What follows belongs to an exercise in optimizing a design on an open flow for small area, a short achievable clock period and few clock cycles; a production flow would make more cautious choices. Where RTL was checked, it was by simulation tests only, not by an equivalence proof against the original. Function not checked in runs 4 and 5: the RTL went through the layout flow alone.

`design/flow/design.v`:
```
module JAM (
    input CLK,
    input RST,
    output [2:0] W,
    output [2:0] J,
    input [6:0] Cost,
    output [3:0] MatchCount,
    output [9:0] MinCost,
    output reg Valid );
localparam ROUND = 3'd0, SEL = 3'd1, FIN = 3'd2, UPASS = 3'd3, DFS = 3'd4;
reg [2:0] state;
reg [2:0] r;             
reg [2:0] i0;            
reg [2:0] cj;            
reg [3:0] j0;            
reg [8:0] base;           
reg first;
reg [7:0] mind;
reg [2:0] jmin;
reg [7:0] S;             
reg [7:0] dval;
reg [7:0] colFree;
reg [6:0] vp [0:7];
reg [7:0] dst [0:7];     
reg [3:0] way [0:7];
reg [2:0] rowOf [0:7];   
reg [3:0] ja;
reg augdone;
reg adv;
reg [9:0] mc;
reg [3:0] cnt;
assign MinCost = mc;
assign MatchCount = cnt;
function [3:0] lowest;           
    input [7:0] m;
    begin
        casez (m)
            8'b???????1: lowest = 4'b1000;
            8'b??????10: lowest = 4'b1001;
            8'b?????100: lowest = 4'b1010;
            8'b????1000: lowest = 4'b1011;
            8'b???10000: lowest = 4'b1100;
            8'b??100000: lowest = 4'b1101;
            8'b?1000000: lowest = 4'b1110;
            8'b10000000: lowest = 4'b1111;
            default:     lowest = 4'b0000;
        endcase
    end
endfunction
function [7:0] above;            
    input [2:0] k;
    begin
        above = 8'hFE << k;
    end
endfunction
wire [2:0] row_jmin = rowOf[jmin];
wire [2:0] row_cj = rowOf[cj];
assign W = (state == SEL) ? row_jmin : (state == UPASS) ? row_cj : i0;
assign J = (state == SEL) ? jmin : cj;
wire [6:0] vp_cj = colFree[cj] ? 7'd0 : vp[cj];
wire [6:0] vp_jmin = colFree[jmin] ? 7'd0 : vp[jmin];
wire [9:0] bv = {base[8], base} + {3'd0, vp_cj};
wire [9:0] cur_full = bv + {3'd0, Cost};
wire over = cur_full[9:8] != 2'b00;
wire [7:0] cur8 = over ? 8'd255 : cur_full[7:0];
wire [7:0] dst_cj = dst[cj];
wire better = !dval[cj] || (!over && cur_full[7:0] < dst_cj);
wire cur_lt_min = !over && cur_full[7:0] < mind;
wire dst_lt_min = dst_cj < mind;
wire take = first || (better ? cur_lt_min : dst_lt_min);
wire [7:0] nd = better ? cur8 : dst_cj;
wire [3:0] nxt_round = lowest(~S & above(cj));
wire [7:0] S_sel = S | (8'd1 << jmin);
wire [3:0] first_round = lowest(~S_sel);
wire [3:0] lS = lowest(S);
wire [2:0] ju = lS[2:0];
wire [7:0] dst_ju = dst[ju];
wire [3:0] j1 = way[ja[2:0]];
wire [7:0] S_fin = S & (S - 8'd1);
wire aug_last = j1[3];
wire [7:0] tsum = {1'b0, Cost} + {1'b0, vp_cj};
wire tight = !adv && (tsum == dst[i0]);
wire leaf = (i0 == 3'd7);
wire push = tight && !leaf;
wire [2:0] dm1 = i0 - 3'd1;
wire [7:0] used_push = S | (8'd1 << cj);
wire [3:0] f_push = lowest(~used_push);
wire [3:0] n_here = lowest(~S & above(cj));
wire [2:0] pd = rowOf[dm1];
wire [7:0] used_pop = S & ~(8'd1 << pd);
wire [3:0] n_pop = lowest(~used_pop & above(pd));
always @(posedge CLK or posedge RST) begin
    if (RST) begin
        state <= ROUND;
        r <= 3'd0;
        i0 <= 3'd0;
        cj <= 3'd0;
        j0 <= 4'd8;
        base <= 9'd0;
        first <= 1'b1;
        S <= 8'd0;
        dval <= 8'd0;
        colFree <= 8'hFF;
        mc <= 10'd0;
        cnt <= 4'd0;
        Valid <= 1'b0;
        adv <= 1'b0;
        augdone <= 1'b0;
    end else begin
        case (state)
        ROUND: begin
            if (better) begin
                dst[cj] <= cur8;
                way[cj] <= j0;
                dval[cj] <= 1'b1;
            end
            if (take) begin
                mind <= nd;
                jmin <= cj;
            end
            first <= 1'b0;
            if (nxt_round[3])
                cj <= nxt_round[2:0];
            else
                state <= SEL;
        end
        SEL: begin
            if (colFree[jmin]) begin
                mc <= mc + {2'd0, mind};
                colFree[jmin] <= 1'b0;
                vp[jmin] <= 7'd0;
                ja <= {1'b0, jmin};
                augdone <= 1'b0;
                state <= FIN;
            end else begin
                S <= S_sel;
                j0 <= {1'b0, jmin};
                i0 <= row_jmin;
                base <= {1'b0, mind} - {2'd0, Cost} - {2'd0, vp_jmin};
                cj <= first_round[2:0];
                first <= 1'b1;
                state <= ROUND;
            end
        end
        FIN: begin
            if (lS[3]) begin
                vp[ju] <= vp[ju] + (mind[6:0] - dst_ju[6:0]);
                S <= S_fin;
            end
            if (!augdone) begin
                if (aug_last) begin
                    rowOf[ja[2:0]] <= r;
                    augdone <= 1'b1;
                end else begin
                    rowOf[ja[2:0]] <= rowOf[j1[2:0]];
                    ja <= j1;
                end
            end
            if (S_fin == 8'd0 && (augdone || aug_last)) begin
                if (r == 3'd7) begin
                    state <= UPASS;
                    cj <= 3'd0;
                end else begin
                    state <= ROUND;
                    r <= r + 3'd1;
                    i0 <= r + 3'd1;
                    j0 <= 4'd8;
                    base <= 9'd0;
                    dval <= 8'd0;
                    cj <= 3'd0;
                    first <= 1'b1;
                end
            end
        end
        UPASS: begin
            dst[row_cj] <= tsum;
            cj <= cj + 3'd1;
            if (cj == 3'd7) begin
                state <= DFS;
                i0 <= 3'd0;
                S <= 8'd0;
                adv <= 1'b0;
            end
        end
        DFS: if (!Valid) begin
            if (tight && leaf)
                cnt <= cnt + 4'd1;
            adv <= 1'b0;
            if (push) begin
                rowOf[i0] <= cj;
                S <= used_push;
                i0 <= i0 + 3'd1;
                cj <= f_push[2:0];
            end else if (n_here[3]) begin
                cj <= n_here[2:0];
            end else if (i0 == 3'd0) begin
                Valid <= 1'b1;
            end else begin
                i0 <= dm1;
                S <= used_pop;
                if (n_pop[3]) begin
                    cj <= n_pop[2:0];
                end else begin
                    cj <= pd;
                    adv <= 1'b1;
                end
            end
        end
        default: state <= ROUND;
        endcase
    end
end
endmodule
```
`design/flow/run.sh`:
```
#!/bin/bash
# synth_recipe.tcl (not shown) runs the flow's synth.tcl, then flattens the netlist and writes it again
# the make line also repeats each setting of config.mk as NAME=value (left out here)
make -C /OpenROAD-flow-scripts/flow DESIGN_CONFIG=/design/flow/config.mk WORK_HOME=/design/flow/orfs CLKGATE_MAP_FILE= SYNTH_SCRIPT=/design/flow/synth_recipe.tcl finish
```
`design/flow/config.mk`:
```
export PLATFORM = sky130hd
export DESIGN_NAME = JAM
export DESIGN_NICKNAME = JAM
export VERILOG_FILES = /design/flow/design.v
export SDC_FILE = /design/flow/constraint.sdc
export NUM_CORES = 4
export LEC_CHECK = 0
export CAP_MARGIN = 20
export CORE_MARGIN = 2
export CORE_UTILIZATION = 40
export PLACE_DENSITY = 0.6
export SETUP_SLACK_MARGIN = 5
export SLEW_MARGIN = 20
```
`design/flow/constraint.sdc`:
```
create_clock -name core_clock -period 10.0 [get_ports {CLK}]
set_input_delay 2.0000 -clock core_clock [delete_from_list [all_inputs] [get_ports {CLK}]]
set_output_delay 2.0000 -clock core_clock [all_outputs]
set_load 0.01 [all_outputs]
```
==> flow_summary.toml, run 1 <==
[critical_path]
cp_num_cells = 25
worstRegToRegCells = 25
crit_buf_inv = 4
slowest_delay_ps = 490
critPathMostFrequentCell = "a21oi_2"
cp_data_required_time_ps = 10270
slowest_stage = "fa_1"
crit_family = "compound AO/OA/AOI/OAI gates"
worstPathArrival_ps = 5980
crit_path_end_kind = "flip-flop"
start_kind = "flip-flop"
path_max_fanout = 8
worstSetupPathType = "flip-flop to flip-flop"

[floorplanning]
core_sq_um = 41800
ios = 30
die_h_microns = 209
die_area_sq_um = 43700
dieWidth_microns = 209
placementRows = 75
start_util_pct = 40.3

[timing]
period_needed_ps = 5710
finClkSkew_ps = 25.8
slew_headroom_pct = 29.4
finalHoldViolCount = 0
worstMarginPinSlew_ps = 1060
setup_tns_ps = 0
fmax_mhz = 175
rsz0062_at_grt = "yes"
finalMaxSlewViolations = 0
setup_viol = 0
hold_ws_ps = 461
timing.final.crit_share_pct = 57.1

[final_layout]
drive_above_1_share_pct = 24.4
area_growth_pct = 24.7
nNetsFinal = 1897
diodes = 0
final_util_pct = 50.3

[flow_run]
timing.max_cap.violations = 0

[yosys]
synth_top_area_share_pct = 33.9
syn_inst = 1656
synth_edf_count = 190
async_flop_share_pct = 26.1
synthTopCellsByCount = "edfxtp_1 (190), nand2_1 (148), nor2_1 (138)"
ys.flop_type = "edfxtp_1"
yosysTopAreaCell = "edfxtp_1"
syn-cell-area_sq_um = 16800
seq_area_frac_synth_pct = 43.9
synth_area_leaders = "edfxtp_1 (34%), dfrtp_1 (8.5%), ha_1 (6.8%)"
ys_types = 77
syn_area_per_cell_sq_um = 10.2
synth.most_common_cell = "edfxtp_1"
syn_nets = 1779
yosysWarnings = 5
ys_seq_elements = 257

[cts]
postCtsHoldBufs = 0
cts.sinks = 257
h-tree-depth = 1
clockBufferDepth = 3
cts_buffers = 30
clkTransAtPathRegs_ps = 60
ctsRootBufferMaster = "clkbuf_16"
tritoncts = "built"
insertion_delay_ps = 600

[worst_hold_path]
min_path_type = "flip-flop to flip-flop"
hold_depth = 2

[global_routing]
grt_overflow = 0
antenna_found_initial = 0
grt_pass1_wl_microns = 96700
first_global_vias = 14800
grt.total_usage_pct = 29.6
grt_max_degree = 69

[routing]
routed_wl_microns = 66400
vias = 15400
drt-vias-per-instance = 6.58
drt_pass1_iterations = 10
ant_nets = 0
drcViolationCount = 0
wl_per_cell_microns = 28.4
drt_iter0_markers = 2675

[placed_design]
gp_congestion = 0.970
port_buffers = 29
dp_hpwl_microns = 45600

[status]
status = "complete, no violations"
## metrics by stage
step | cell area, sq um | std cells | setup slack (ps)
floorplan | 17100 | 1656 | 4180
global placement | 17900 | 2163 | 2930
detailed placement | 17900 | 2163 | 2710
CTS | 20300 | 2299 | 4400
global route | 21000 | 2337 | 4160
finish | 21000 | 2337 | 4290
## worst min-delay path, cell delays in order (launching register included)
cell     delay [ps]
dfstp_2         380
inv_1            50
a31oi_1          30
## area by class of cell
type / instances / area (sq um)
clock buffers: 33 / 793
multi-input cells: 1223 / 9750
well taps: 539 / 674
inverters: 78 / 320
flip-flops and latches: 257 / 7410
fillers: 3696 / 20800
repair buffers: 184 / 1810
clock inverters: 23 / 243
## worst paths after layout
| check | endpoint | from | slack (ps) |
|---|---|---|---|
| min in group asynchronous | S[7] | RST | 2310 |
| setup / recovery | dst[0][4] | cj[0] | 4290 |
| setup reg to reg | dst[0][4] | cj[0] | 4290 |
| hold / removal | colFree[0] | colFree[0] | 460 |
| max in group asynchronous | S[1] | RST | 6960 |
| hold reg to reg | colFree[0] | colFree[0] | 460 |
## registers in the layout (all words and copies together), names as in the netlist, 4 cells and up
name	cells
dst	64
cnt	4
S	8
way	32
vp	56
dval	8
mind	8
rowOf	24
mc	10
j0	4
base	9
colFree	8
## logic make-up (layout without fill, tap and decap cells)
family	count (synthesis)	after routing	share of synthesized area, %
compound gates	537	537	22.3
simple gates	446	446	12.1
flops	257	257	43.9
buf+inv	176	318	4.07
fa+ha+maj	115	115	9.56
mux	83	83	5.75
xor+xnor	42	42	2.23
## routing by layer
| layer | GRT usage [%] | up-vias | wire [microns] |
|---|---|---|---|
| li1 | - | 6607 | - |
| met3 | 6.01 | 302 | 6890 |
| met4 | 16.3 | 0 | 4720 |
| met2 | 47.0 | 1074 | 29800 |
| met5 | 0 | - | 0 |
| met1 | 38.2 | 7396 | 25000 |
## cells in the final DEF, fill, tap and decap left out, drive strengths merged, types with 9 or more instances in the layout
cell type      count
a211oi            19
edfxtp           190
o211ai             9
nand4             17
o21ai            113
a31oi             17
xnor2             28
mux2i             45
a21o              19
or3               10
mux2              30
clkdlybuf4s50     22
nand3             32
fa                23
a211o             10
a21oi            107
a222oi            53
a22o              23
dfrtp             57
nor2b             19
clkinv            13
xor2              14
and2              15
nor3              35
o22ai             17
nand2            148
dfstp             10
a22oi             45
clkbuf            34
nor2             138
inv               79
o21a               9
a221oi            20
buf              155
ha                91
## repair_timing
action | CTS | global route
setup endpoints to repair | 277 | 244
gates resized for setup | 184 | 80
pin swaps | 53 | 59
gates cloned | 5 | 1
setup buffers | 75 | 37
Testbench counts, summed over its fixed seeds: cycles 3,413.
==> run 2, diff against run 1 <==
--- a/design/flow/config.mk
+++ b/design/flow/config.mk
@@ -9,5 +9,4 @@
 export CORE_MARGIN = 2
 export CORE_UTILIZATION = 40
 export PLACE_DENSITY = 0.6
-export SETUP_SLACK_MARGIN = 5
 export SLEW_MARGIN = 20
==> flow_summary.toml, run 2 <==
[status]
status = "complete, no violations"

[critical_path]
worstSetupPathType = "flip-flop to flip-flop"
cp_data_required_time_ps = 10200
r2r-end = "mind[1]"
rrSetupSlack_ps = 2020
worstRegToRegCells = 22
path_max_fanout = 16
start_kind = "flip-flop"
worstPathArrival_ps = 8180
regToRegStartpoint = "cj[1]"
crit_path_end_kind = "flip-flop"

[floorplanning]
ios = 30
die_h_microns = 209
dieWidth_microns = 209
core_sq_um = 41800
start_util_pct = 40.3
placementRows = 75
die_area_sq_um = 43700

[yosys]
synthTopCellsByCount = "edfxtp_1 (190), nand2_1 (148), nor2_1 (138)"
synth_top_area_share_pct = 33.9
ys_seq_elements = 257
synth_area_leaders = "edfxtp_1 (34%), dfrtp_1 (8.5%), ha_1 (6.8%)"
yosysTopAreaCell = "edfxtp_1"
async_flop_share_pct = 26.1
ys_types = 77
syn_area_per_cell_sq_um = 10.2
ys.flop_type = "edfxtp_1"
synth.most_common_cell = "edfxtp_1"
yosysWarnings = 5
synth_edf_count = 190
syn-cell-area_sq_um = 16800
syn_inst = 1656
seq_area_frac_synth_pct = 43.9
syn_nets = 1779

[global_routing]
first_global_vias = 14200
grt_max_degree = 70
grt.total_usage_pct = 28.7
antenna_found_initial = 2
grt_pass1_wl_microns = 94000
grt_overflow = 0

[routing]
drt-vias-per-instance = 6.64
ant_nets = 0
routed_wl_microns = 63400
vias = 14700
drt_pass1_iterations = 9
wl_per_cell_microns = 28.6
drcViolationCount = 0
drt_iter0_markers = 2385

[cts]
tritoncts = "built"
cts_buffers = 29
cts_setup_buffers = 0
h-tree-depth = 1
cts-resized-gates = 0
cts.sinks = 257
ctsRootBufferMaster = "clkbuf_16"
insertion_delay_ps = 580
postCtsHoldBufs = 0
clkTransAtPathRegs_ps = 60
clockBufferDepth = 3

[placed_design]
dp_hpwl_microns = 46000
pre_cts_ws_ps = 2170
gp_congestion = 0.966
port_buffers = 29

[timing]
slew_headroom_pct = 17.4
period_needed_ps = 7980
setup_tns_ps = 0
timing.final.crit_share_pct = 79.8
worstMarginPinSlew_ps = 1230
rsz0062_at_grt = "no"
finClkSkew_ps = 18.7
finalMaxSlewViolations = 0
fmax_mhz = 125
finalHoldViolCount = 0
hold_ws_ps = 463
worst_slack_ps = 2020
setup_viol = 0

[final_layout]
top_register = "dst"
largest_register_ffs = 64
final_util_pct = 44.7
final_common_cell = "edfxtp_1"
area_growth_pct = 10.9
nNetsFinal = 1778
largest_registers = "dst: 64 flops, vp: 56 flops, way: 32 flops"
mostFrequentLayoutCells = "edfxtp_1 (190), nand2_1 (148), nor2_1 (136), o21ai_0 (112), a21oi_1 (107)"
drive_above_1_share_pct = 9.54

[worst_hold_path]
min_path_type = "flip-flop to flip-flop"
hp-start = "colFree[0]"
holdPathEnd = "colFree[0]"
hold_depth = 2

[flow_run]
timing.max_cap.violations = 0
## run 2: cell counts after synthesis
No cell type changed its count.
## run 2: metrics by stage
stage               std cells  instance area (sq um)
floorplan                1656                  16800
global placement         2163                  17700
detailed placement       2163                  17700
CTS                      2216                  18600
global route             2216                  18700
finish                   2217                  18700
## run 2: cell families (layout without fill, tap and decap cells)
group | Yosys count | count (layout) | share of synthesized area [%]
compound gates | 537 | 537 | 22.3
simple gates | 446 | 446 | 12.1
flops | 257 | 257 | 43.9
buf+inv | 176 | 197 | 4.07
fa+ha+maj | 115 | 115 | 9.56
mux | 83 | 83 | 5.75
xor+xnor | 42 | 42 | 2.23
other cells | 0 | 1 | 0
## run 2: how the worst max path moves through the flow
stage,start,endpoint,slack (ps),cells after the start
finish,cj[1],mind[1],2020,22
global route,cj[0],mind[2],1620,22
CTS,cj[0],way[2][0],2120,23
detailed placement,cj[0],way[2][0],2170,23
global placement,cj[0],way[2][2],2360,23
floorplan,cj[2],jmin[0],2940,26
## run 2: final cells by class
type                            count  area (sq um)
Tap cell                          539           674
Multi-Input combinational cell   1223          8810
Fill cell                        3927         23100
Clock inverter                     15           110
Inverter                           78           293
Timing Repair Buffer               66           568
Antenna cell                        1          2.50
Sequential cell                   257          7390
Clock buffer                       38           801
## run 2: worst max-delay path, stage by stage (launching register included)
cell	delay [ps]
dfrtp_1	600
inv_1	280
ha_1	750
inv_1	320
nor2_1	760
a22oi_1	140
nand4_1	130
o21ai_0	90
nor2_1	220
fa_1	510
fa_1	470
a21o_1	180
a21oi_1	220
o21bai_1	90
a21oi_1	240
xnor2_1	150
ha_1	320
o2111ai_1	90
o21ai_0	150
o21ai_0	120
a21oi_1	740
a21oi_1	170
a211oi_2	830
## run 2: metal layers
metal	GRT usage (%)	vias to the layer above	part of all wire (%)
met5	0.334	-	0
met4	14.6	0	6.1
met3	6.27	250	10
met2	44.4	967	44
met1	38.1	7153	40
li1	-	6347	-
==> run 3, diff against run 2 <==
--- a/design/flow/config.mk
+++ b/design/flow/config.mk
@@ -9,4 +9,5 @@
 export CORE_MARGIN = 2
 export CORE_UTILIZATION = 40
 export PLACE_DENSITY = 0.6
+export SETUP_SLACK_MARGIN = 4
 export SLEW_MARGIN = 20
==> flow_summary.toml, run 3 <==
[critical_path]
start_kind = "flip-flop"
worstSetupPathType = "flip-flop to flip-flop"
path_max_fanout = 18
crit_path_end_kind = "flip-flop"
path_cells = "buf_12 > clkinvlp_4 > buf_4 > ha_1 > buf_12 > a222oi_1 > o221ai_1 > mux2i_2 > nor2_2 > fa_1 > ha_4 > a21oi_2 > o21bai_1 > a21oi_1 > xnor2_1 > ha_1 > a21o_1 > a21oi_2 > nand2_1 > o21ai_2 > nor2_1 > or4_4 > a211oi_4 > clkbuf_16"
slowest_delay_ps = 510
cp_data_required_time_ps = 10300
slowest_stage = "fa_1"
r2r-end = "mind[3]"
worstRegToRegCells = 24
rrSetupSlack_ps = 4040
worstPathArrival_ps = 6260
regToRegStartpoint = "cj[2]"

[routing]
routed_wl_microns = 65100
drcViolationCount = 0
drt-vias-per-instance = 6.64
ant_nets = 0
drt_pass1_iterations = 8
vias = 15000
wl_per_cell_microns = 28.8
drt_iter0_markers = 2657

[timing]
period_needed_ps = 5960
hold_ws_ps = 467
finClkSkew_ps = 21.3
worstMarginPinSlew_ps = 1100
finalHoldViolCount = 0
timing.final.crit_share_pct = 59.6
finalMaxSlewViolations = 0
setup_tns_ps = 0
fmax_mhz = 168
setup_viol = 0
slew_headroom_pct = 26.6
rsz0062_at_grt = "no"

[final_layout]
largest_registers = "dst: 64 flops, vp: 56 flops, way: 32 flops"
largest_register_ffs = 64
top_register = "dst"
fin_cells = 2261
area_growth_pct = 16.0
nNetsFinal = 1822
final_common_cell = "edfxtp_1"
diodes = 0
mostFrequentLayoutCells = "edfxtp_1 (190), nand2_1 (145), nor2_1 (122), o21ai_0 (110), a21oi_1 (102)"
drive_above_1_share_pct = 14.9
fillCellCount = 3810

[floorplanning]
die_area_sq_um = 43700
placementRows = 75
core_sq_um = 41800
ios = 30
dieWidth_microns = 209
die_h_microns = 209
start_util_pct = 40.3

[yosys]
yosysWarnings = 5
async_flop_share_pct = 26.1
syn_inst = 1656
synth_top_area_share_pct = 33.9
syn_area_per_cell_sq_um = 10.2
seq_area_frac_synth_pct = 43.9
syn-cell-area_sq_um = 16800
synth_area_leaders = "edfxtp_1 (34%), dfrtp_1 (8.5%), ha_1 (6.8%)"
ys_seq_elements = 257
synth_edf_count = 190
yosysTopAreaCell = "edfxtp_1"
ys_types = 77
synth.most_common_cell = "edfxtp_1"
syn_nets = 1779
synthTopCellsByCount = "edfxtp_1 (190), nand2_1 (148), nor2_1 (138)"
ys.flop_type = "edfxtp_1"

[placed_design]
dp_hpwl_microns = 45800
gp_congestion = 0.981
placedCellCount = 2157
port_buffers = 29

[cts]
insertion_delay_ps = 590
cts_buffers = 30
cts.sinks = 257
h-tree-depth = 1
ctsRootBufferMaster = "clkbuf_16"
clockBufferDepth = 3
tritoncts = "built"
clkTransAtPathRegs_ps = 60

[global_routing]
grt.total_usage_pct = 29.0
first_global_vias = 14300
grt_pass1_wl_microns = 94400
antenna_found_initial = 2
grt_overflow = 0
grt_max_degree = 69

[flow_run]
timing.max_cap.violations = 0

[status]
status = "complete, no violations"

[worst_hold_path]
holdPathEnd = "first"
min_path_type = "flip-flop to flip-flop"
hp-start = "first"
hold_depth = 2
-- run 3: cell count changes in the layout (fill, tap and decap cells not counted), sizes merged, moves of 2 or more --
cell and change:
clkbuf +2, buf +40, clkinvlp +6, clkdlybuf4s50 -3, inv -3, dlymetal6s2s +2
clkinv -3, bufinv +3
-- run 3: how the worst max path moves through the flow --
stage	start	end	slack, ps	depth (start not counted)
after detailed placement	cj[0]	jmin[2]	2370	23
final	cj[2]	mind[3]	4040	24
after floorplan	cj[1]	jmin[0]	4000	25
after global routing	cj[2]	mind[5]	3910	24
after CTS	cj[0]	jmin[2]	4010	24
after global placement	cj[1]	way[2][0]	2540	23
-- run 3: kinds of logic after synthesis --
| logic type | count (synthesis) | share of synthesized area [%] |
|---|---|---|
| AOI/OAI and AO/OA | 537 | 22.3 |
| xor gates and xnor gates | 42 | 2.23 |
| adders and majority gates | 115 | 9.56 |
| buffers and inverters | 176 | 4.07 |
| DFF | 257 | 43.9 |
| muxes | 83 | 5.75 |
| and+or+nand+nor | 446 | 12.1 |
-- run 3: final cells by class --
| class | count | area [sq um] | area share, % |
|---|---|---|---|
| multi-input cells | 1223 | 9110 | 46.6 |
| flip-flops and latches | 257 | 7400 | 37.9 |
| well taps | 539 | 674 | 3.45 |
| clock buffers | 37 | 798 | 4.09 |
| inverters | 78 | 310 | 1.59 |
| repair buffers | 109 | 1050 | 5.36 |
| clock inverters | 18 | 194 | 0.993 |
-- run 3: layer usage --
metal  up-vias  wire (microns)  GRT usage [%]
met2      1016           29800           46.6
li1       6436               -              -
met1      7350           25100           38.2
met3       208            6920           5.62
met4         2            3240           12.5
met5         -              12              0
-- run 3: repair_timing --
| item | 4_1_cts | 5_1_grt |
|---|---|---|
| pin swaps | 8 | 28 |
| resized for setup | 46 | 38 |
| gates cloned | 1 | 2 |
| setup buffers | 18 | 28 |
| setup endpoints to repair | 250 | 148 |
| hold buffers | 0 | 0 |
-- run 3: critical path, delay by kind of cell, from the launching register on --
| family | cells | cell delay (ps) |
|---|---|---|
| buffers and inverters | 5 | 790 |
| adder cells (fa/ha/maj) | 4 | 1360 |
| flip-flops | 1 | 420 |
| AO/OA/AOI/OAI | 9 | 1750 |
| AND/OR/NAND/NOR | 4 | 730 |
| XOR/XNOR | 1 | 340 |
| multiplexers | 1 | 270 |
-- run 3: stage by stage --
stage	utilization [%]	setup WS, ps	cell area, sq um
after floorplan	-	4000	16900
after global placement	42.5	2540	17700
after detailed placement	42.5	2370	17700
after CTS	45.7	4010	19100
after global routing	46.8	3910	19500
final	46.8	4040	19500
==> run 4, diff against run 3 <==
--- a/design/flow/design.v
+++ b/design/flow/design.v
@@ -12,19 +12,19 @@
 reg [2:0] r;             
 reg [2:0] i0;            
 reg [2:0] cj;            
-reg [3:0] j0;            
+reg [2:0] j0;            
 reg [8:0] base;           
 reg first;
 reg [7:0] mind;
 reg [2:0] jmin;
 reg [7:0] S;             
-reg [7:0] dval;
+reg rootr;               
 reg [7:0] colFree;
 reg [6:0] vp [0:7];
 reg [7:0] dst [0:7];     
-reg [3:0] way [0:7];
+reg [2:0] way [0:7];     
 reg [2:0] rowOf [0:7];   
-reg [3:0] ja;
+reg [2:0] ja;
 reg augdone;
 reg adv;
 reg [9:0] mc;
@@ -64,7 +64,7 @@
 wire over = cur_full[9:8] != 2'b00;
 wire [7:0] cur8 = over ? 8'd255 : cur_full[7:0];
 wire [7:0] dst_cj = dst[cj];
-wire better = !dval[cj] || (!over && cur_full[7:0] < dst_cj);
+wire better = rootr || (!over && cur_full[7:0] < dst_cj);
 wire cur_lt_min = !over && cur_full[7:0] < mind;
 wire dst_lt_min = dst_cj < mind;
 wire take = first || (better ? cur_lt_min : dst_lt_min);
@@ -75,9 +75,9 @@
 wire [3:0] lS = lowest(S);
 wire [2:0] ju = lS[2:0];
 wire [7:0] dst_ju = dst[ju];
-wire [3:0] j1 = way[ja[2:0]];
+wire [2:0] j1 = way[ja];
 wire [7:0] S_fin = S & (S - 8'd1);
-wire aug_last = j1[3];
+wire aug_last = (j1 == ja);
 wire [7:0] tsum = {1'b0, Cost} + {1'b0, vp_cj};
 wire tight = !adv && (tsum == dst[i0]);
 wire leaf = (i0 == 3'd7);
@@ -95,11 +95,11 @@
         r <= 3'd0;
         i0 <= 3'd0;
         cj <= 3'd0;
-        j0 <= 4'd8;
+        j0 <= 3'd0;
         base <= 9'd0;
         first <= 1'b1;
         S <= 8'd0;
-        dval <= 8'd0;
+        rootr <= 1'b1;
         colFree <= 8'hFF;
         mc <= 10'd0;
         cnt <= 4'd0;
@@ -111,8 +111,7 @@
         ROUND: begin
             if (better) begin
                 dst[cj] <= cur8;
-                way[cj] <= j0;
-                dval[cj] <= 1'b1;
+                way[cj] <= rootr ? cj : j0;
             end
             if (take) begin
                 mind <= nd;
@@ -129,12 +128,13 @@
                 mc <= mc + {2'd0, mind};
                 colFree[jmin] <= 1'b0;
                 vp[jmin] <= 7'd0;
-                ja <= {1'b0, jmin};
+                ja <= jmin;
                 augdone <= 1'b0;
                 state <= FIN;
             end else begin
                 S <= S_sel;
-                j0 <= {1'b0, jmin};
+                j0 <= jmin;
+                rootr <= 1'b0;
                 i0 <= row_jmin;
                 base <= {1'b0, mind} - {2'd0, Cost} - {2'd0, vp_jmin};
                 cj <= first_round[2:0];
@@ -149,10 +149,10 @@
             end
             if (!augdone) begin
                 if (aug_last) begin
-                    rowOf[ja[2:0]] <= r;
+                    rowOf[ja] <= r;
                     augdone <= 1'b1;
                 end else begin
-                    rowOf[ja[2:0]] <= rowOf[j1[2:0]];
+                    rowOf[ja] <= rowOf[j1];
                     ja <= j1;
                 end
             end
@@ -164,9 +164,8 @@
                     state <= ROUND;
                     r <= r + 3'd1;
                     i0 <= r + 3'd1;
-                    j0 <= 4'd8;
                     base <= 9'd0;
-                    dval <= 8'd0;
+                    rootr <= 1'b1;
                     cj <= 3'd0;
                     first <= 1'b1;
                 end
==> flow_summary.toml, run 4 <==
[final_layout]
multi_input_area_sq_um = 9340
diodes = 0
final_common_cell = "edfxtp_1"
top_register = "dst"
nNetsFinal = 1829
largest_register_ffs = 64
mostFrequentLayoutCells = "edfxtp_1 (182), nand2_1 (151), nor2_1 (136), a21oi_1 (103), o21ai_0 (87)"
drive_above_1_share_pct = 17.2
area_growth_pct = 17.2
largest_registers = "dst: 64 flops, vp: 56 flops"
register_area_sq_um = 6960
fillCellCount = 3726

[yosys]
synth_top_area_share_pct = 33.0
ys_types = 91
yosysTopAreaCell = "edfxtp_1"
syn-cell-area_sq_um = 16600
syn_nets = 1787
async_flop_share_pct = 24.5
ys_seq_elements = 241
seq_area_frac_synth_pct = 42.0
yosysWarnings = 5
synth_edf_count = 182
synth.most_common_cell = "edfxtp_1"
synthTopCellsByCount = "edfxtp_1 (182), nand2_1 (155), nor2_1 (140)"
syn_inst = 1669
synth_area_leaders = "edfxtp_1 (33%), dfrtp_1 (7.4%), ha_1 (6.5%)"
ys.flop_type = "edfxtp_1"
syn_area_per_cell_sq_um = 9.93

[floorplanning]
placementRows = 74
die_h_microns = 208
start_util_pct = 40.6
dieWidth_microns = 208
core_sq_um = 40800
ios = 30
die_area_sq_um = 43100

[placed_design]
gp_congestion = 1.08
port_buffers = 29
dp_hpwl_microns = 46500
pre_cts_ws_ps = 2380

[timing]
timing.final.crit_share_pct = 60.2
period_needed_ps = 6020
slew_headroom_pct = 27.3
hold_ws_ps = 465
setup_viol = 0
worstMarginPinSlew_ps = 1090
finClkSkew_ps = 31.7
fmax_mhz = 166
finalHoldViolCount = 0
rsz0062_at_grt = "yes"
worst_slack_ps = 3980
finalMaxSlewViolations = 0
setup_tns_ps = 0

[global_routing]
grt.total_usage_pct = 29.7
grt_pass1_wl_microns = 96200
grt_max_degree = 60
antenna_found_initial = 0
grt_overflow = 0
first_global_vias = 14200

[cts]
cts.sinks = 241
clockBufferDepth = 3
h-tree-depth = 1
ctsRootBufferMaster = "clkbuf_16"
insertion_delay_ps = 600
cts_buffers = 29
clkTransAtPathRegs_ps = 70
tritoncts = "built"

[routing]
drt-vias-per-instance = 6.69
wl_per_cell_microns = 29.1
ant_nets = 0
vias = 15200
drt_pass1_iterations = 9
drt_iter0_markers = 2677
drcViolationCount = 0
routed_wl_microns = 66000

[critical_path]
worstSetupPathType = "flip-flop to flip-flop"
cp_data_required_time_ps = 10300
start_kind = "flip-flop"
path_max_fanout = 12
slowest_delay_ps = 540
crit_family = "compound AO/OA/AOI/OAI gates"
worstPathArrival_ps = 6320
slowest_stage = "fa_1"
crit_path_end_kind = "flip-flop"
crit_buf_inv = 5

[flow_run]
timing.max_cap.violations = 0

[status]
status = "complete, no violations"

[worst_hold_path]
min_path_type = "flip-flop to flip-flop"
[run 4: changes by cell type after synthesis, moves of 6 or more]
cell	before	now
mux2i_1	45	25
a22o_1	23	13
o31ai_1	5	12
nand3_1	32	17
edfxtp_1	190	182
clkbuf_1	75	91
nand2_1	148	155
a22oi_1	45	39
o21ai_0	112	90
xnor2_1	28	34
mux2_2	30	37
dfrtp_1	57	49
nand2b_1	8	20
a211o_1	10	3
[run 4: worst paths after layout]
check	startpoint	end	slack [ps]	cells past startpoint
worst max-delay path	cj[2]	jmin[2]	3980	25
worst min-delay path	colFree[3]	colFree[3]	460	2
worst max register to register	cj[2]	jmin[2]	3980	25
worst min register to register	colFree[3]	colFree[3]	460	2
max in group asynchronous	RST	cj[2]	6640	3
min in group asynchronous	RST	r[0]	2680	3
[run 4: per-layer routing]
layer	wire length, microns	global-route usage, %
met1	25600	40.0
met4	3490	13.5
met3	7550	5.90
met2	29300	46.2
met5	0	0
[run 4: cells by family after synthesis]
logic type / count (synthesis) / synth area share [%]
AOI/OAI and AO/OA: 531 / 22.9
xor gates and xnor gates: 46 / 2.48
adders and majority gates: 110 / 9.33
buffers and inverters: 192 / 4.55
DFF: 241 / 42.0
muxes: 69 / 4.98
and+or+nand+nor: 480 / 13.8
[run 4: final cells by class]
type                            instances  area share (%)
Clock buffer                           33            3.81
Tap cell                              532            3.43
Clock inverter                         20            1.15
Inverter                               79            1.57
Multi-Input combinational cell       1237            48.1
Sequential cell                       241            35.8
Timing Repair Buffer                  123            6.11
[run 4: worst min-delay path, cell delays in order, from the launching register on]
cell and delay [ps]:
dfstp_2 380, inv_1 50, a31oi_1 30
[run 4: timing repair]
item / in CTS / in global routing
buffers inserted: 34 / 27
endpoints found under the setup margin: 226 / 143
hold buffers: 0 / 0
cloned: 2 / 1
resized for setup: 61 / 24
hold endpoints to repair: 0 / 0
pin swaps: 16 / 21
[run 4: stage by stage]
stage                     util (%)  std cells  cell area, sq um
after detailed placement      42.8       2148             17500
final                         47.6       2265             19400
after floorplan                  -       1669             16800
after global routing          47.6       2265             19400
after CTS                     46.7       2237             19100
after global placement        42.8       2148             17500
==> run 5, diff against run 4 <==
--- a/design/flow/config.mk
+++ b/design/flow/config.mk
@@ -7,7 +7,7 @@
 export LEC_CHECK = 0
 export CAP_MARGIN = 20
 export CORE_MARGIN = 2
-export CORE_UTILIZATION = 40
-export PLACE_DENSITY = 0.6
+export CORE_UTILIZATION = 65
+export PLACE_DENSITY = 0.75
 export SETUP_SLACK_MARGIN = 4
 export SLEW_MARGIN = 20
==> flow_summary.toml, run 5 <==
[cts]
tritoncts = "built"
insertion_delay_ps = 550
cts.sinks = 241
clkTransAtPathRegs_ps = 60
cts_buffers = 26
h-tree-depth = 1
postCtsHoldBufs = 0
clockBufferDepth = 3
ctsRootBufferMaster = "clkbuf_16"

[floorplanning]
placementRows = 58
ios = 30
core_sq_um = 25100
die_area_sq_um = 26800
dieWidth_microns = 164
die_h_microns = 164
start_util_pct = 66.0

[critical_path]
slowest_stage = "or4_1"
crit_path_end_kind = "output port"
start_kind = "flip-flop"
worstPathArrival_ps = 3930
path_cells = "inv_1 > ha_1 > ha_1 > buf_4 > or4_1 > a21oi_1 > nor2_1 > a31oi_1 > clkdlybuf4s50_1"
critPathMostFrequentCell = "ha_1"
path_max_fanout = 15
cp_data_required_time_ps = 8000
worstSetupPathType = "flip-flop to output port"
slowest_delay_ps = 650

[global_routing]
grt.total_usage_pct = 45.9
first_global_vias = 14700
antenna_found_initial = 0
grt_pass1_wl_microns = 91300
grt_max_degree = 60
grt_overflow = 0

[placed_design]
port_buffers = 29
gp_congestion = 1.03
dp_hpwl_microns = 42400

[timing]
period_needed_ps = 5930
finClkSkew_ps = 21.4
timing.final.crit_share_pct = 59.3
finalMaxSlewViolations = 0
setup_tns_ps = 0
setup_viol = 0
fmax_mhz = 169
rsz0062_at_grt = "yes"
slew_headroom_pct = 26.9
worstMarginPinSlew_ps = 1090
finalHoldViolCount = 0

[final_layout]
final_util_pct = 75.4
area_growth_pct = 14.2
multi_input_area_sq_um = 9270
largest_registers = "dst: 64 flops, vp: 56 flops"
diodes = 0
mostFrequentLayoutCells = "edfxtp_1 (182), nand2_1 (151), nor2_1 (136), a21oi_1 (104), o21ai_0 (87)"
largest_register_ffs = 64
nNetsFinal = 1818
drive_above_1_share_pct = 16.5
fillCellCount = 1737
final_common_cell = "edfxtp_1"
register_area_sq_um = 6960
top_register = "dst"

[yosys]
yosysTopAreaCell = "edfxtp_1"
synth_top_area_share_pct = 33.0
syn_area_per_cell_sq_um = 9.93
ys_types = 91
syn-cell-area_sq_um = 16600
synth_area_leaders = "edfxtp_1 (33%), dfrtp_1 (7.4%), ha_1 (6.5%)"
syn_inst = 1669
syn_nets = 1787
ys.flop_type = "edfxtp_1"
synth.most_common_cell = "edfxtp_1"
async_flop_share_pct = 24.5
yosysWarnings = 5
synth_edf_count = 182
ys_seq_elements = 241
synthTopCellsByCount = "edfxtp_1 (182), nand2_1 (155), nor2_1 (140)"
seq_area_frac_synth_pct = 42.0

[routing]
drt_pass1_iterations = 13
drt_iter0_markers = 3378
wl_per_cell_microns = 30.2
drt-vias-per-instance = 7.65
routed_wl_microns = 61900
drcViolationCount = 0
ant_nets = 0
vias = 15700

[worst_hold_path]
min_path_type = "flip-flop to flip-flop"

[status]
status = "complete, no violations"

[flow_run]
timing.max_cap.violations = 0
run 5: critical path: cells and delay by family (launching register included):
| family | cells | cell delay, ps |
|---|---|---|
| DFF | 1 | 610 |
| adders and majority gates | 2 | 450 |
| and+or+nand+nor | 2 | 740 |
| buffers and inverters | 3 | 1020 |
| AOI/OAI and AO/OA | 2 | 570 |
run 5: path summary, 6_finish.rpt:
check | from | end | slack [ps] | cells after the start
worst min register to register | colFree[1] | colFree[1] | 480 | 2
worst max register to register | cj[0] | way[0][0] | 4080 | 24
worst min-delay path | colFree[1] | colFree[1] | 480 | 2
max in group asynchronous | RST | cj[2] | 6730 | 3
min in group asynchronous | RST | j0[0] | 2590 | 3
worst max-delay path | jmin[1] | W[2] | 4070 | 9
run 5: final cells by class:
cell class                      count  share of cell area, %
Clock buffer                       35                   4.08
Clock inverter                     13                  0.826
Inverter                           79                   1.61
Multi-Input combinational cell   1237                   49.0
Tap cell                          330                   2.18
Timing Repair Buffer              115                   5.52
Sequential cell                   241                   36.8
run 5: cells by family (layout without fill, tap and decap cells):
kind of cell               Yosys count  after routing  synth area share, %
AOI/OAI and AO/OA                  531            531                 22.9
and+or+nand+nor                    480            481                 13.8
DFF                                241            241                 42.0
buffers and inverters              192            242                 4.55
adders and majority gates          110            110                 9.33
muxes                               69             69                 4.98
xor gates and xnor gates            46             46                 2.48
run 5: timing repair:
item	in CTS	in global routing
setup endpoints to repair	217	146
cloned	1	0
pin swaps	14	20
gates resized for setup	53	20
setup buffers	27	23
endpoints found under the hold margin	0	0
run 5: layer usage:
layer	vias to the layer above	part of all wire [%]	track usage (%)
li1	6427	-	-
met1	7352	36	62.3
met2	1496	42	66.0
met3	416	15	12.8
met4	0	7.9	26.3
met5	-	0	0
run 5: stage by stage:
step	setup WS, ps	cells	instance area (sq um)	hold WS (ps)
global route	3920	2050	18900	484
CTS	4020	2027	18700	458
detailed placement	2620	1951	17200	447
floorplan	4000	1669	16800	425
finish	4070	2050	18900	475
global placement	2820	1951	17200	438
==> run 6, diff against run 5 <==
--- a/design/flow/design.v
+++ b/design/flow/design.v
@@ -7,7 +7,7 @@
     output [3:0] MatchCount,
     output [9:0] MinCost,
     output reg Valid );
-localparam ROUND = 3'd0, SEL = 3'd1, FIN = 3'd2, UPASS = 3'd3, DFS = 3'd4;
+localparam ROUND = 3'd0, SEL = 3'd1, FIN = 3'd2, BUILD = 3'd3, COUNT = 3'd4;
 reg [2:0] state;
 reg [2:0] r;             
 reg [2:0] i0;            
@@ -26,7 +26,6 @@
 reg [2:0] rowOf [0:7];   
 reg [2:0] ja;
 reg augdone;
-reg adv;
 reg [9:0] mc;
 reg [3:0] cnt;
 assign MinCost = mc;
@@ -55,7 +54,7 @@
 endfunction
 wire [2:0] row_jmin = rowOf[jmin];
 wire [2:0] row_cj = rowOf[cj];
-assign W = (state == SEL) ? row_jmin : (state == UPASS) ? row_cj : i0;
+assign W = (state == SEL) ? row_jmin : i0;
 assign J = (state == SEL) ? jmin : cj;
 wire [6:0] vp_cj = colFree[cj] ? 7'd0 : vp[cj];
 wire [6:0] vp_jmin = colFree[jmin] ? 7'd0 : vp[jmin];
@@ -78,17 +77,32 @@
 wire [2:0] j1 = way[ja];
 wire [7:0] S_fin = S & (S - 8'd1);
 wire aug_last = (j1 == ja);
-wire [7:0] tsum = {1'b0, Cost} + {1'b0, vp_cj};
-wire tight = !adv && (tsum == dst[i0]);
-wire leaf = (i0 == 3'd7);
-wire push = tight && !leaf;
+wire cur_eq_min = (cur_full[7:0] == mind);
+wire [7:0] bitcj = 8'd1 << cj;
+wire newmin = (cj == 3'd0) || cur_lt_min;
+wire [7:0] tmask = newmin ? bitcj : cur_eq_min ? (S | bitcj) : S;
+wire [7:0] adj = dst[i0];
 wire [2:0] dm1 = i0 - 3'd1;
-wire [7:0] used_push = S | (8'd1 << cj);
-wire [3:0] f_push = lowest(~used_push);
-wire [3:0] n_here = lowest(~S & above(cj));
+wire [7:0] cand = adj & ~S & (first ? 8'hFF : above(rowOf[i0]));
+wire [3:0] lj = lowest(cand);
+wire [7:0] u2 = S | (8'd1 << lj[2:0]);
+reg ok;
+integer k;
+always @(*) begin
+    ok = 1'b1;
+    for (k = 1; k < 8; k = k + 1)
+        if (k > i0 && (dst[k] & ~u2) == 8'd0)
+            ok = 1'b0;
+end
+wire d6 = first && (i0 == 3'd6);
+wire [7:0] fx = ~S;
+wire [7:0] flo = fx & (~fx + 8'd1);
+wire [7:0] fhi = fx ^ flo;
+wire [7:0] m6 = dst[6] & fx;
+wire [7:0] m7 = dst[7] & fx;
+wire c1 = (|(m6 & flo)) && (|(m7 & fhi));
+wire c2 = (|(m6 & fhi)) && (|(m7 & flo));
 wire [2:0] pd = rowOf[dm1];
-wire [7:0] used_pop = S & ~(8'd1 << pd);
-wire [3:0] n_pop = lowest(~used_pop & above(pd));
 always @(posedge CLK or posedge RST) begin
     if (RST) begin
         state <= ROUND;
@@ -104,7 +118,6 @@
         mc <= 10'd0;
         cnt <= 4'd0;
         Valid <= 1'b0;
-        adv <= 1'b0;
         augdone <= 1'b0;
     end else begin
         case (state)
@@ -158,8 +171,10 @@
             end
             if (S_fin == 8'd0 && (augdone || aug_last)) begin
                 if (r == 3'd7) begin
-                    state <= UPASS;
+                    state <= BUILD;
+                    i0 <= 3'd0;
                     cj <= 3'd0;
+                    base <= 9'd0;
                 end else begin
                     state <= ROUND;
                     r <= r + 3'd1;
@@ -171,38 +186,42 @@
                 end
             end
         end
-        UPASS: begin
-            dst[row_cj] <= tsum;
+        BUILD: begin
+            S <= tmask;
+            if (newmin)
+                mind <= cur8;
             cj <= cj + 3'd1;
             if (cj == 3'd7) begin
-                state <= DFS;
-                i0 <= 3'd0;
-                S <= 8'd0;
-                adv <= 1'b0;
-            end
-        end
-        DFS: if (!Valid) begin
-            if (tight && leaf)
-                cnt <= cnt + 4'd1;
-            adv <= 1'b0;
-            if (push) begin
-                rowOf[i0] <= cj;
-                S <= used_push;
+                dst[i0] <= tmask;
                 i0 <= i0 + 3'd1;
-                cj <= f_push[2:0];
-            end else if (n_here[3]) begin
-                cj <= n_here[2:0];
+                if (i0 == 3'd7) begin
+                    state <= COUNT;
+                    S <= 8'd0;
+                    first <= 1'b1;
+                end
+            end
+        end
+        COUNT: if (!Valid) begin
+            if (d6) begin
+                cnt <= cnt + {3'd0, c1} + {3'd0, c2};
+                i0 <= dm1;
+                S <= S & ~(8'd1 << pd);
+                first <= 1'b0;
+            end else if (lj[3]) begin
+                rowOf[i0] <= lj[2:0];
+                if (ok) begin
+                    S <= u2;
+                    i0 <= i0 + 3'd1;
+                    first <= 1'b1;
+                end else begin
+                    first <= 1'b0;
+                end
             end else if (i0 == 3'd0) begin
                 Valid <= 1'b1;
             end else begin
                 i0 <= dm1;
-                S <= used_pop;
-                if (n_pop[3]) begin
-                    cj <= n_pop[2:0];
-                end else begin
-                    cj <= pd;
-                    adv <= 1'b1;
-                end
+                S <= S & ~(8'd1 << pd);
+                first <= 1'b0;
             end
         end
         default: state <= ROUND;
--- a/design/flow/config.mk
+++ b/design/flow/config.mk
@@ -7,7 +7,7 @@
 export LEC_CHECK = 0
 export CAP_MARGIN = 20
 export CORE_MARGIN = 2
-export CORE_UTILIZATION = 65
-export PLACE_DENSITY = 0.75
+export CORE_UTILIZATION = 40
+export PLACE_DENSITY = 0.6
 export SETUP_SLACK_MARGIN = 4
 export SLEW_MARGIN = 20
==> flow_summary.toml, run 6 <==
[final_layout]
area_growth_pct = 16.7
fin_area_sq_um = 19900
diodes = 0
fillCellCount = 3870
largest_registers = "dst: 64 flops, vp: 56 flops"
top_register = "dst"
nNetsFinal = 1890
drive_above_1_share_pct = 17.1
mostFrequentLayoutCells = "edfxtp_1 (182), nand2_1 (181), nor2_1 (113), a21oi_1 (113), o21ai_0 (96)"
final_common_cell = "edfxtp_1"
largest_register_ffs = 64

[timing]
setup_tns_ps = 0
finalMaxSlewViolations = 0
period_needed_ps = 5920
worst_slack_ps = 4080
setup_viol = 0
worstMarginPinSlew_ps = 1130
rsz0062_at_grt = "yes"
timing.final.crit_share_pct = 59.2
fmax_mhz = 169
finalHoldViolCount = 0
finClkSkew_ps = 29.2
hold_ws_ps = 475
slew_headroom_pct = 24.6

[worst_hold_path]
hp-start = "mc[9]"
min_path_type = "flip-flop to flip-flop"

[critical_path]
rrSetupSlack_ps = 4080
crit_buf_inv = 4
regToRegStartpoint = "cj[0]"
cp_data_required_time_ps = 10290
worstSetupPathType = "flip-flop to flip-flop"
crit_path_start = "cj[0]"
crit_family = "adder cells"
slowest_stage = "dfrtp_2"
slowest_delay_ps = 440
start_kind = "flip-flop"
path_max_fanout = 12
worstPathArrival_ps = 6200
crit_path_end_kind = "flip-flop"

[routing]
drcViolationCount = 0
vias = 16000
wl_per_cell_microns = 29.9
drt_iter0_markers = 2705
drt_pass1_iterations = 10
ant_nets = 0
drt-vias-per-instance = 6.85
routed_wl_microns = 69800

[cts]
insertion_delay_ps = 590
h-tree-depth = 1
clockBufferDepth = 3
postCtsHoldBufs = 0
tritoncts = "built"
cts.sinks = 240
cts_buffers = 28
ctsRootBufferMaster = "clkbuf_16"
clkTransAtPathRegs_ps = 60

[yosys]
syn_inst = 1738
synth_top_area_share_pct = 32.1
ys_types = 91
ys_seq_elements = 240
ys.flop_type = "edfxtp_1"
async_flop_share_pct = 24.2
synth_edf_count = 182
synth_area_leaders = "edfxtp_1 (32%), dfrtp_1 (7.1%), ha_1 (5.8%)"
syn-cell-area_sq_um = 17000
syn_nets = 1849
synthTopCellsByCount = "edfxtp_1 (182), nand2_1 (182), nor2_1 (123)"
yosysWarnings = 5
seq_area_frac_synth_pct = 40.7
yosysTopAreaCell = "edfxtp_1"
syn_area_per_cell_sq_um = 9.79

[floorplanning]
die_area_sq_um = 44200
die_h_microns = 210
start_util_pct = 40.6
core_sq_um = 41900
placementRows = 75
ios = 30
dieWidth_microns = 210

[placed_design]
dp_hpwl_microns = 49400
port_buffers = 29
pre_cts_ws_ps = 3050
place_area_sq_um = 18100
gp_congestion = 0.996

[global_routing]
grt_max_degree = 59
antenna_found_initial = 0
first_global_vias = 15000
grt_pass1_wl_microns = 101000
grt_overflow = 0
grt.total_usage_pct = 30.6

[status]
status = "complete, no violations"

[flow_run]
timing.max_cap.violations = 0
run 6: changes by cell type in the layout (fill, tap and decap cells not counted), sizes merged, moves of 12 or more:
cell,change
a22oi,-25
nand2,+26
nand3,+17
o211ai,+18
mux2,+15
nor3,-12
nor2,-17
a222oi,+14
run 6: cell families after synthesis:
group | synth area share [%]
AO/OA/AOI/OAI | 24.8
AND/OR/NAND/NOR | 14.4
flip-flops | 40.7
buffers and inverters | 4.37
adder cells (fa/ha/maj) | 8.63
multiplexers | 5.37
XOR/XNOR | 1.70
run 6: path summary, 6_finish.rpt:
path	end	cells past startpoint
setup / recovery	dst[4][2]	26
hold / removal	mc[9]	1
setup reg to reg	dst[4][2]	26
hold reg to reg	mc[9]	1
max in group asynchronous	cj[0]	3
min in group asynchronous	mc[9]	2
run 6: cell type report:
cell class                 instances  area (sq um)  share of cell area (%)
tap                              539           674                    3.40
sequential                       240          6940                    34.9
inverter                          73           278                    1.40
multi-input combinational       1307          9870                    49.7
timing repair buffer             129          1250                    6.29
clock inverter                    15           128                   0.643
clock buffer                      34           723                    3.64
run 6: stage by stage:
stage / util, % / std cells
2_1_floorplan: - / 1738
3_3_place_gp: 43.1 / 2240
3_5_place_dp: 43.1 / 2240
4_1_cts: 46.2 / 2309
5_1_grt: 47.3 / 2337
6_report: 47.3 / 2337
run 6: what timing repair did:
item,in CTS,in global routing
gates resized for setup,46,42
setup endpoints to repair,213,194
gates cloned,1,2
pin swaps,13,27
setup buffers,19,26
run 6: worst reg2reg max path: stages, from the launching register on:
cell      delay, ps
dfrtp_2         440
inv_1           190
ha_2            410
and2_0          250
buf_4           300
nor2_4          110
nand2_1          80
a41oi_1         220
fa_1            440
ha_2            200
fa_2            350
a21o_1          200
a21oi_2         150
nor2b_1          60
o21ai_1         180
nor2b_4         230
xnor2_4         160
ha_4            240
nand4_1          70
nor2_1           50
a211oi_2        280
a21oi_2         140
nand2_1         110
o211ai_1        110
buf_6           220
a221oi_4        240
buf_12          170
run 6: per-layer routing:
metal / track usage [%] / share of wire [%] / vias to the layer above
met2: 46.8 / 44 / 1209
met1: 41.0 / 38 / 7703
met3: 6.85 / 12 / 264
met5: 0 / 0 / -
li1: - / - / 6830
met4: 15.4 / 5.8 / 0
Testbench counts of run 6, summed over its fixed seeds: cycles 2,845.

re-timing with driven ports:
The results above use ideal ports. As a check the final layouts listed here were re-extracted and re-timed, cells and wires unchanged.
Step 1 sets driving cells, clkbuf_16 on the clock port and buf_2 on the other inputs (assumed; they add their load-dependent delay and slew).
Step 2 adds t to the input delays and takes it off the output delays; t is the mean of the earliest and latest rising clock arrival at the registers after step 1. Input paths then give back, and output paths get back, about the clock's delay inside the block.
Slacks: ideal ports / drivers / drivers and shift; pairs: ideal ports / drivers.
run | shift t [ns] | slack for setup (ns) | worst hold slack (ns)
run 1 | 0.638 | 4.289 / 4.289 / 3.695 | 0.461 / 0.461 / 0.461
run 2 | 0.633 | 2.019 / 2.019 / 2.019 | 0.463 / 0.463 / 0.463
run 3 | 0.633 | 4.040 / 4.040 / 3.553 | 0.467 / 0.467 / 0.467
run 4 | 0.639 | 3.977 / 3.977 / 3.459 | 0.465 / 0.465 / 0.465
run 5 | 0.591 | 4.066 / 4.015 / 3.551 | 0.475 / 0.475 / 0.475
run 6 | 0.631 | 4.082 / 4.082 / 3.535 | 0.475 / 0.475 / 0.475
After both steps setup and hold are still met in every run listed. The setup slack of run 1, which loses most, moves by 0.000 ns with the drivers and by -0.594 ns with both steps.
